Source: an optimization exercise on an open RTL-to-GDS flow (aim: small area, a short achievable clock period and few clock cycles). Production flows keep margins and buffers that such runs may drop.
The clock port is modelled as an ideal driver, which makes a skipped or thinned clock tree look cheaper than it is; a real chip needs a root buffer or a tree.
Power and IR drop assume default switching activity.

==> flow/design.v <==
module AEC(clk, rst, ascii_in, ready, valid, result);
input clk;
input rst;
input ready;
input [7:0] ascii_in;
output valid;
output [6:0] result;
reg valid_r;            
reg k_dig, k_pm, k_mul, k_lp, k_rp;    
reg [3:0] xv;           
wire active = k_dig | k_pm | k_mul | k_lp | k_rp;
wire inexpr = ready | active;
wire [7:0] a = ascii_in;
wire is_eq  = a[4] & a[3] & a[2];              
wire is_dig = a[6] | (a[4] & ~(a[3] & a[2]));  
wire is_op  = ~a[6] & ~a[4];                   
wire [2:0] a_inc = a[2:0] + 3'd1;
always @(posedge clk) begin
	if (rst) begin
		valid_r <= 1'b0;
		k_dig   <= 1'b0;
		k_pm    <= 1'b0;
		k_mul   <= 1'b0;
		k_lp    <= 1'b0;
		k_rp    <= 1'b0;
	end else begin
		valid_r <= inexpr & is_eq;
		k_dig   <= inexpr & is_dig;
		k_pm    <= inexpr & is_op & a[0] & (a[1] | a[2]);  
		k_mul   <= inexpr & is_op & ~a[0] & a[1];           
		k_lp    <= inexpr & is_op & ~a[0] & ~a[1];          
		k_rp    <= inexpr & is_op & a[0] & ~a[2] & ~a[1];   
	end
	xv <= a[6] ? {1'b1, a_inc} :
	      is_op ? {2'b00, a[1] & ~a[0]} | {1'b0, a[2], 2'b00} :
	      a[3:0];
end
reg [6:0] A, B, K;
reg [13:0] E0, E1;        
reg [6:0] E2;             
reg [5:0] F;              
reg po;                   
wire [6:0] S_o = {7{k_rp & F[0]}} & E0[13:7];
wire [6:0] r0 = ({7{xv[0]}} & B) ^ {7{k_mul}};
wire [6:0] r1 = {7{xv[1]}} & {B[5:0], 1'b0};
wire [6:0] r2 = {7{xv[2]}} & {B[4:0], 2'b0};
wire [6:0] r3 = ({7{xv[3]}} & {B[3:0], 3'b0}) | S_o;
wire [6:0] s1 = r0 ^ r1 ^ r2;
wire [6:0] c1 = (r0 & r1) | (r0 & r2) | (r1 & r2);
wire [6:0] t1 = {c1[5:0], 1'b0};
wire [6:0] s2 = s1 ^ t1 ^ r3;
wire [6:0] c2 = (s1 & t1) | (s1 & r3) | (t1 & r3);
wire [6:0] t2 = {c2[5:0], k_mul};
wire [6:0] s3 = s2 ^ t2 ^ A;
wire [6:0] c3 = (s2 & t2) | (s2 & A) | (t2 & A);
wire [6:0] P = s2 + t2;
wire [6:0] Q = s3 + {c3[5:0], 1'b0};
wire [6:0] K_o = F[0] ? E0[6:0] : K;
wire [6:0] negK = ~K + 7'd1;
always @(posedge clk) begin
	if (~active) begin
		A <= 7'd0;
		B <= 7'd1;
		K <= 7'd1;
		F <= 6'd0;
	end else begin
		if (k_dig) begin
			A <= Q;
			B <= P;
		end else if (k_mul) begin
			A <= Q;
		end else if (k_pm) begin
			B <= xv[2] ? negK : K;
		end else if (k_lp) begin
			A <= 7'd0;
			K <= B;
		end else if (k_rp) begin
			A <= Q;
			B <= A;
			K <= K_o;
		end
		if (k_lp)
			F <= {F[4:0], po};
		else if (k_rp)
			F <= {1'b0, F[5:1]};
	end
	po <= k_mul | k_pm;
	if (k_lp & po) begin
		E0 <= {A, K};
		E1 <= E0;
		E2 <= E1[13:7];
	end else if (k_rp & F[0]) begin
		E0 <= E1;
		E1 <= {E2, 7'd1};
	end
end
assign valid  = valid_r;
assign result = A;
endmodule
clock: 14.0 ns
lec_check: 0
cap_margin: 20
core_margin: 2
core_utilization: 50
slew_margin: 20
standard.sh (not shown) runs the stock make flow with config.mk's settings and CLKGATE_MAP_FILE= SYNTH_SCRIPT=/design/flow/synth_recipe.tcl, a recipe that flattens the netlist after the stock synthesis.
==> flow/flow/run.sh <==
#!/bin/bash
# Runs the standard ORFS layout (standard.sh) with the extra make
# settings listed one per line in flow/make_args, and flow/pre_cts.tcl as
# the CTS step's PRE_CTS_TCL hook (it builds the clock tree itself).
# make's output goes to standard_flow.log; each ORFS step also writes its
# own log under orfs/logs/.
set -euo pipefail
mapfile -t extra < flow/make_args
bash standard.sh "${extra[@]}" "PRE_CTS_TCL=$PWD/flow/pre_cts.tcl" finish > standard_flow.log 2>&1
Other scripts of this flow, unchanged in this note and not shown: flow/flow/make_args, flow/flow/pre_cts.tcl
Edit:
--- a/flow/design.v
+++ b/flow/design.v
@@ -32,7 +32,7 @@
 		k_rp    <= inexpr & is_op & a[0] & ~a[2] & ~a[1];   
 	end
 	xv <= a[6] ? {1'b1, a_inc} :
-	      is_op ? {2'b00, a[1] & ~a[0]} | {1'b0, a[2], 2'b00} :
+	      is_op ? {1'b0, a[2], 2'b00} :
 	      a[3:0];
 end
 reg [6:0] A, B, K;
@@ -41,10 +41,10 @@
 reg [5:0] F;              
 reg po;                   
 wire [6:0] S_o = {7{k_rp & F[0]}} & E0[13:7];
-wire [6:0] r0 = ({7{xv[0]}} & B) ^ {7{k_mul}};
+wire [6:0] r0 = {7{xv[0]}} & B;
 wire [6:0] r1 = {7{xv[1]}} & {B[5:0], 1'b0};
 wire [6:0] r2 = {7{xv[2]}} & {B[4:0], 2'b0};
-wire [6:0] r3 = ({7{xv[3]}} & {B[3:0], 3'b0}) | S_o;
+wire [6:0] r3 = ({7{xv[3]}} & {B[3:0], 3'b0}) | S_o | ({7{k_mul}} & ~B);
 wire [6:0] s1 = r0 ^ r1 ^ r2;
 wire [6:0] c1 = (r0 & r1) | (r0 & r2) | (r1 & r2);
 wire [6:0] t1 = {c1[5:0], 1'b0};
@@ -58,13 +58,17 @@
 wire [6:0] K_o = F[0] ? E0[6:0] : K;
 wire [6:0] negK = ~K + 7'd1;
 always @(posedge clk) begin
-	if (~active) begin
-		A <= 7'd0;
-		B <= 7'd1;
-		K <= 7'd1;
-		F <= 6'd0;
+	if (rst) begin
+		A  <= 7'd0;
+		B  <= 7'd1;
+		K  <= 7'd1;
+		F  <= 6'd0;
 	end else begin
-		if (k_dig) begin
+		if (valid_r) begin
+			A <= 7'd0;
+			B <= 7'd1;
+			K <= 7'd1;
+		end else if (k_dig) begin
 			A <= Q;
 			B <= P;
 		end else if (k_mul) begin
What happened: Power falls by 13%; setup slack gets worse by 0.019 ns; final cell count rises by 0.99%; first-iteration DRC count is lower by 18%; die area is lower by 1.1%; core utilization came out lower by 0.22 points; via count hardly moves; clock power barely changes; cell area is lower by 3.9%; flip-flop and latch count is unchanged.
No run of this note included a check of the RTL's function; only the layout flow was run. No run of this note takes its clock network from TritonCTS; it comes from the design's own scripts or RTL.


Setup of main:
// AEC: RTL as listed in full above, without the edits since
Settings: LEC_CHECK=0, CAP_MARGIN=20, CORE_MARGIN=2, CORE_UTILIZATION=50, SLEW_MARGIN=20; clock period 14.0 ns.
==> flow/flow/make_args <==
SETUP_SLACK_MARGIN=10.5
BUFFER_PORTS_ARGS=-buffer_cell sky130_fd_sc_hd__buf_1
==> flow/flow/pre_cts.tcl <==
# Clock distribution for this small design: the clock port drives four
# clkbuf_16, one per quadrant of the clock sinks, each placed at the centre
# of its sinks and driving them directly.  TritonCTS builds a deeper tree
# (nine buffers in two levels) for the same sinks; here the CTS step's own
# clock_tree_synthesis call is turned into a no-op that only propagates the
# clock, and the rest of the step (legalisation, timing repair) runs as usual.
proc my_split_clock { } {
  set block [ord::get_db_block]
  set clknet [[$block findBTerm clk] getNet]
  set master [[ord::get_db] findMaster sky130_fd_sc_hd__clkbuf_16]
  set sinks {}
  foreach it [$clknet getITerms] {
    set loc [[$it getInst] getLocation]
    lappend sinks [list [lindex $loc 0] [lindex $loc 1] $it]
  }
  set sinks [lsort -integer -index 0 $sinks]
  set half [expr {([llength $sinks] + 1) / 2}]
  set groups {}
  foreach part [list [lrange $sinks 0 [expr {$half - 1}]] [lrange $sinks $half end]] {
    set part [lsort -integer -index 1 $part]
    set h [expr {([llength $part] + 1) / 2}]
    lappend groups [lrange $part 0 [expr {$h - 1}]] [lrange $part $h end]
  }
  set g 0
  foreach grp $groups {
    if { [llength $grp] == 0 } { continue }
    set buf [odb::dbInst_create $block $master clkbuf_q$g]
    set net [odb::dbNet_create $block clknet_q$g]
    $net setSigType CLOCK
    set sx 0
    set sy 0
    foreach s $grp {
      set it [lindex $s 2]
      incr sx [lindex $s 0]
      incr sy [lindex $s 1]
      $it disconnect
      $it connect $net
    }
    [$buf findITerm A] connect $clknet
    [$buf findITerm X] connect $net
    $buf setLocation [expr {$sx / [llength $grp]}] [expr {$sy / [llength $grp]}]
    $buf setPlacementStatus PLACED
    puts "clock buffer clkbuf_q$g drives [llength $grp] sinks"
    incr g
  }
}

my_split_clock
rename clock_tree_synthesis my_unused_clock_tree_synthesis
proc clock_tree_synthesis { args } {
  set_propagated_clock [all_clocks]
  puts "clock_tree_synthesis skipped: the clock tree was built in PRE_CTS_TCL"
}
Scripts as last shown in full above: flow/flow/run.sh
The inputs of the feature branch differ from those of main as listed below.
==> flow/design.v <==
module AEC(clk, rst, ascii_in, ready, valid, result);
input clk;
input rst;
input ready;
input [7:0] ascii_in;
output valid;
output [6:0] result;
reg valid_r;            
reg k_dig, k_pm, k_mul, k_lp, k_rp;    
reg [3:0] xv;           
wire active = k_dig | k_pm | k_mul | k_lp | k_rp;
wire inexpr = ready | active;
wire [7:0] a = ascii_in;
wire is_eq  = a[4] & a[3] & a[2];              
wire is_dig = a[6] | (a[4] & ~(a[3] & a[2]));  
wire is_op  = ~a[6] & ~a[4];                   
wire [2:0] a_inc = a[2:0] + 3'd1;
always @(posedge clk) begin
	if (rst) begin
		valid_r <= 1'b0;
		k_dig   <= 1'b0;
		k_pm    <= 1'b0;
		k_mul   <= 1'b0;
		k_lp    <= 1'b0;
		k_rp    <= 1'b0;
	end else begin
		valid_r <= inexpr & is_eq;
		k_dig   <= inexpr & is_dig;
		k_pm    <= inexpr & is_op & a[0] & (a[1] | a[2]);  
		k_mul   <= inexpr & is_op & ~a[0] & a[1];           
		k_lp    <= inexpr & is_op & ~a[0] & ~a[1];          
		k_rp    <= inexpr & is_op & a[0] & ~a[2] & ~a[1];   
	end
	xv <= a[6] ? {1'b1, a_inc} :
	      is_op ? ((a[1] & ~a[0]) ? 4'hf : {1'b0, a[2], 2'b00}) :
	      a[3:0];
end
reg [6:0] A, B, K;
reg [13:0] E0, E1;        
reg [6:0] E2;             
reg [5:0] F;              
reg po;                   
wire [6:0] S_o = {7{k_rp & F[0]}} & E0[13:7];
wire one0 = xv[0];
wire two0 = xv[1] & ~xv[0];
wire neg0 = xv[1];
wire one1 = xv[1] ^ xv[2];
wire two1 = (xv[3] & ~xv[2] & ~xv[1]) | (~xv[3] & xv[2] & xv[1]);
wire neg1 = xv[3];
wire d2   = xv[3] & ~k_mul;
wire [6:0] r0 = (({7{one0}} & B) | ({7{two0}} & {B[5:0], 1'b0})) ^ {7{neg0}};
wire [6:0] r1 = {((({5{one1}} & B[4:0]) | ({5{two1}} & {B[3:0], 1'b0})) ^ {5{neg1}}), 2'b00} | S_o;
wire [6:0] r2 = {{3{d2}} & B[2:0], 1'b0, neg1, 1'b0, neg0};
wire [6:0] s1 = r0 ^ r1 ^ r2;
wire [6:0] c1 = (r0 & r1) | (r0 & r2) | (r1 & r2);
wire [6:0] t1 = {c1[5:0], 1'b0};
wire [6:0] s2 = s1 ^ t1 ^ A;
wire [6:0] c2 = (s1 & t1) | (s1 & A) | (t1 & A);
wire [6:0] P = s1 + t1;
wire [6:0] Q = s2 + {c2[5:0], 1'b0};
wire [6:0] K_o = F[0] ? E0[6:0] : K;
wire [6:0] negK = ~K + 7'd1;
always @(posedge clk) begin
	if (~active) begin
		A <= 7'd0;
		B <= 7'd1;
		K <= 7'd1;
		F <= 6'd0;
	end else begin
		if (k_dig) begin
			A <= Q;
			B <= P;
		end else if (k_mul) begin
			A <= Q;
		end else if (k_pm) begin
			B <= xv[2] ? negK : K;
		end else if (k_lp) begin
			A <= 7'd0;
			K <= B;
		end else if (k_rp) begin
			A <= Q;
			B <= A;
			K <= K_o;
		end
		if (k_lp)
			F <= {F[4:0], po};
		else if (k_rp)
			F <= {1'b0, F[5:1]};
	end
	po <= k_mul | k_pm;
	if (k_lp & po) begin
		E0 <= {A, K};
		E1 <= E0;
		E2 <= E1[13:7];
	end else if (k_rp & F[0]) begin
		E0 <= E1;
		E1 <= {E2, 7'd1};
	end
end
assign valid  = valid_r;
assign result = A;
endmodule
==> comparison <==
- In the metrics for the feature branch and main, the one carrying the lower area of all placed cells without fillers is the feature branch.
- main vs the feature branch, first element of the critical path: B[2] vs A[0]
- Worst slack after detailed placement delta (the feature branch − main): favourable
- [compare] base=main new=the feature branch: area after synthesis went up, DRC violation total after the first TritonRoute iteration up 32, post-layout instance count excluding filler cells higher.
- Of the feature branch and main, main shows the lower net count after synthesis, with the feature branch above it.
- main -> the feature branch: met2 wire length increased slightly
- On total power: the feature branch sits above main.
- Setup slack of the critical path after layout in the feature branch is 0.053 ns above main.
No functional check of the RTL was part of any run of this note. In every run of this note, the design's own scripts or RTL, not TritonCTS, make the clock network.

-- what the ideal ports hide --
How much do the figures lean on ideal ports? The routed layouts below were timed once more, with nothing changed but the port constraints.
Step 1: set_driving_cell puts a clkbuf_16 on clk and a buf_2 on each other input, an assumption about the parent block.
Step 2 adds t to the input delays and takes it off the output delays; t is the mean of the earliest and latest rising clock arrival at the registers after step 1. Input paths then give back, and output paths get back, about the clock's delay inside the block.
a / b / c = ideal / step 1 / step 2; a / b = the first two.
| run | t, ns | setup WS [ns] | worst setup path after step 2 | cell pins on the clock port's net |
|---|---|---|---|---|
| the first run of note 1 | 0.215 | 10.353 / 10.314 / 10.206 | input to register | 4 |
| the second run of note 1 | 0.223 | 10.333 / 10.253 / 10.181 | input to register | 4 |
| main | 0.218 | 10.425 / 10.386 / 10.286 | input to register | 4 |
| the feature branch | 0.222 | 10.479 / 10.400 / 10.328 | input to register | 4 |
After both steps every run listed still meets setup and hold. The setup slack of the second run of note 1, which loses most, moves by -0.080 ns with the drivers and by -0.152 ns with both steps.
